From an optimization exercise on the open Yosys and OpenROAD flow, aimed at small area and a short achievable clock period; shortcuts taken in it are not production practice. Function was checked by simulation only, so behaviour that the tests miss may differ from the original. No activity file was given, so power comes from the tool's default toggle rates.

alpha:
Design xortally_net, start of the top module:
module xortally_net(
	input clk,
	input rst,
	input [16:0] x1,
	input [16:0] x2,
	input [16:0] w1,
	input [16:0] w2,
	input [16:0] w3,
	input [16:0] w4,
	input [16:0] w5,
	input [16:0] w6,
	input [16:0] b1,
	input [16:0] b2,
	input [16:0] b3,
	output [16:0] h1,
	output [16:0] h2,
	output [16:0] y
);
Size in the first run: about 7400 cells after synthesis, ~310 flip-flops, ~240 I/O pins, ~0.040 mm² of cells after synthesis.
==> flow/config.mk <==
export PLATFORM = sky130hd
export DESIGN_NAME = xortally_net
export DESIGN_NICKNAME = xortally_net
export VERILOG_FILES = /design/flow/design.v
export SDC_FILE = /design/flow/constraint.sdc
export NUM_CORES = 4
export LEC_CHECK = 0
export ABC_AREA = 1
export CAP_MARGIN = 20
export CORE_MARGIN = 2
export CORE_UTILIZATION = 55
export PLACE_DENSITY = 0.75
export SETUP_SLACK_MARGIN = 5
export SLEW_MARGIN = 20
==> flow/constraint.sdc <==
create_clock -name core_clock -period 11.0 [get_ports {clk}]
set_input_delay 2.2000 -clock core_clock [delete_from_list [all_inputs] [get_ports {clk}]]
set_output_delay 2.2000 -clock core_clock [all_outputs]
set_load 0.01 [all_outputs]
standard.sh (not shown) runs the stock make flow with config.mk's settings and CLKGATE_MAP_FILE= SYNTH_SCRIPT=/design/flow/synth_recipe.tcl, a recipe that flattens the netlist after the stock synthesis.
==> flow/flow/run.sh <==
#!/bin/bash
# The standard layout (standard.sh, which runs the ORFS make targets and
# keeps each step's log under orfs/logs), with the port buffers that ORFS's
# buffer_ports adds taken from the smallest buffer cell instead of the one it
# picks itself. Everything else, synthesis included, is the standard flow.
set -o pipefail
export BUFFER_PORTS_ARGS="-buffer_cell sky130_fd_sc_hd__buf_1"
bash standard.sh > standard.log 2>&1
Completing all stages was not enough for alpha: its layout failed the final checks because of max-capacitance violations, max-slew violations.
> inputs changed (alpha -> beta)
- changing SETUP_SLACK_MARGIN from 5 to 4.5
## What came out
beta gives less cell count of the worst reg-to-reg path than alpha did.
Cmp beta vs alpha: first-pass GRT wire length lower in beta
Measured against beta, the post-route cell area of alpha comes out at 1.12 times the reference value.
alpha → beta: post-synthesis sequential element count flat; final period demand of the worst path moved down.
beta did not stop at any stage, and its layout met the timing, design-rule and antenna checks.
Cell area after placement essentially unchanged between alpha and beta.
For gamma, these inputs were changed with respect to beta:
- CORE_UTILIZATION changed from 55 to 45
- PLACE_DENSITY removed (was 0.75)
--- outcome ---
gamma against beta: met2 routing resource usage after global routing -8.9 points; number of cells in the finished layout apart from fillers +about 3%; setup fix buffers added after clock tree synthesis +19; total power +0.00056 W.
Here is what was changed in the inputs of delta compared with gamma.
- CORE_UTILIZATION now 62, was 45
- PLACE_DENSITY now 0.8, previously not set
Across both runs, number of gates resized after cts was lower for delta than for gamma.
The share of the cycle needed by the critical path after routing in delta sits 0.66 points above the value recorded for gamma.
Global routing met2 resource utilization is higher on delta
Input changes introduced in epsilon (baseline for comparison: delta):
- CORE_UTILIZATION changed from 62 to 45
- PLACE_DENSITY changed from 0.8 to 0.75
Results
- First-iteration DRC count was lower in epsilon than in delta.
- Looking at clock skew across both flows, epsilon is the weaker of the two, with delta ahead.
- For epsilon, the critical path startpoint was n2.t2[16]$_SDFFE_PP0N_, unlike delta, where it was b1[0].
- Summary: with delta as the reference, internal power consumption in epsilon moved up slightly.
- Total power: epsilon vs delta, no meaningful difference
- Delta (epsilon minus delta): share of total power in the clock network increased 1.2 points, final design area excluding fillers now sits higher, count of vias placed by the detailed router went down, met1 wire length grew by about 7%.

== north ==
xortally_net, a different RTL version from the one above (not shown whole).
Size in the first run: roughly 310 flip-flops, roughly 240 I/O pins, ~41000 sq um of cells after synthesis.
clock: 11.0 ns
lec_check: 0
abc_area: 1
cap_margin: 20
core_margin: 2
core_utilization: 45
setup_slack_margin: 4
slew_margin: 20
==> flow/flow/run.sh <==
#!/bin/bash
# Standard layout, with the port buffers taken from the smallest buffer cell.
set -o pipefail
cp standard.sh standard_sh_copy.txt
export BUFFER_PORTS_ARGS="-buffer_cell sky130_fd_sc_hd__buf_1"
bash standard.sh > standard.log 2>&1
north | stages: all done | timing, DRC, antenna: all pass
Input changes introduced in south (baseline for comparison: north):
Settings: changing SETUP_SLACK_MARGIN from 4 to 5.
==> flow/run.sh (new file) <==
#!/bin/bash
# synth_recipe.tcl (not shown) runs the flow's synth.tcl, then flattens the netlist and writes it again
# the make line also repeats each setting of config.mk as NAME=value (left out here)
make -C /OpenROAD-flow-scripts/flow DESIGN_CONFIG=/design/flow/config.mk WORK_HOME=/design/flow/orfs CLKGATE_MAP_FILE= SYNTH_SCRIPT=/design/flow/synth_recipe.tcl finish
removed: flow/flow/run.sh
removed: flow/standard.sh
- [compare] base=north new=south: final standard cell utilization of the core grew by 8.0 points, post-synthesis cell area held steady, post-route worst setup slack grew by 0.43 ns, non-clock buffer count grew by 71%, average via count per standard cell grew by 0.13.
- south vs. north: wire length of the first global-routing pass now larger, register-to-register path setup slack now larger.
- Wire length after detailed routing in south vs north: up 9.1%
- Per the comparison of south with north, routability congestion estimate rose 3.0%; final design instance area without fill rose 16%.

Setup of JK:
xortally_net again, from the RTL that the note above started with.
// xortally_net
module xortally_net(
	input clk,
	input rst,
	input [16:0] x1,
	input [16:0] x2,
	input [16:0] w1,
	input [16:0] w2,
	input [16:0] w3,
	input [16:0] w4,
	input [16:0] w5,
	input [16:0] w6,
	input [16:0] b1,
	input [16:0] b2,
	input [16:0] b3,
	output [16:0] h1,
	output [16:0] h2,
	output [16:0] y
);
Settings: LEC_CHECK=0, ABC_AREA=1, CAP_MARGIN=20, CORE_MARGIN=2, CORE_UTILIZATION=45, SETUP_SLACK_MARGIN=4, SLEW_MARGIN=20; clock period 11.0 ns.
==> flow/flow/run.sh <==
#!/bin/bash
# The standard layout (standard.sh, which runs the ORFS make targets and
# keeps each step's log under orfs/logs), with the port buffers that ORFS's
# buffer_ports adds taken from the smallest buffer cell instead of the one it
# picks itself. Everything else, synthesis included, is the standard flow.
set -o pipefail
export BUFFER_PORTS_ARGS="-buffer_cell sky130_fd_sc_hd__buf_1"
bash standard.sh > standard.log 2>&1
--- input diff JK..MS ---
- PLACE_DENSITY newly set to 0.75
### Flow results
MS completed; timing, DRC and antenna clean. Going from JK to MS, maximum cell stage delay along the critical path fell by 0.06 ns; cell count after placement stayed essentially flat; final standard cell utilization of the core fell by 0.15 points; normalized max-slew margin rose by 0.56 points; worst hold slack rose by 0.012 ns. JK vs MS, standard cell with the maximum stage delay on the critical path: fa_1 vs fa_2. MS does worse than JK on final clock skew. Taking JK as the reference, in MS clock power shows a reduction of about 4%; proportion of cell area occupied by multi-input gates stayed essentially flat; reg-to-reg setup timing slack +0.07 ns; minimum setup slack in the final design went up.

[static timing again, ports no longer ideal]
The results above use ideal ports. As a check the final layouts listed here were re-extracted and re-timed, cells and wires unchanged.
Step 1: set_driving_cell puts a clkbuf_16 on clk and a buf_2 on each other input, an assumption about the parent block.
Step 2 times the ports against the registers' clock, not the clock port: input delays grow and output delays shrink by t, the midpoint of the rising clock arrivals with the driver on.
Three values: ideal, step 1, step 2; two values: the first two.
| run | shift t [ns] | setup WS [ns] | worst slew at a driven data input, ns |
|---|---|---|---|
| alpha | 0.643 | 4.594 / 4.627 / 3.984 | 0.07 |
| beta | 0.655 | 4.731 / 4.778 / 4.123 | 0.08 |
| gamma | 0.645 | 4.701 / 4.746 / 4.102 | 0.08 |
| delta | 0.652 | 4.629 / 4.669 / 4.017 | 0.07 |
| epsilon | 0.649 | 4.707 / 4.707 / 4.097 | 0.05 |
| north | 0.653 | 4.346 / 4.330 / 3.873 | 0.22 |
| south | 0.630 | 4.781 / 4.781 / 4.234 | 0.20 |
| JK | 0.653 | 4.346 / 4.330 / 3.873 | 0.22 |
| MS | 0.640 | 4.416 / 4.416 / 3.848 | 0.09 |
The setup slack of delta, which loses most, moves by +0.040 ns with the drivers and by -0.612 ns with both steps.
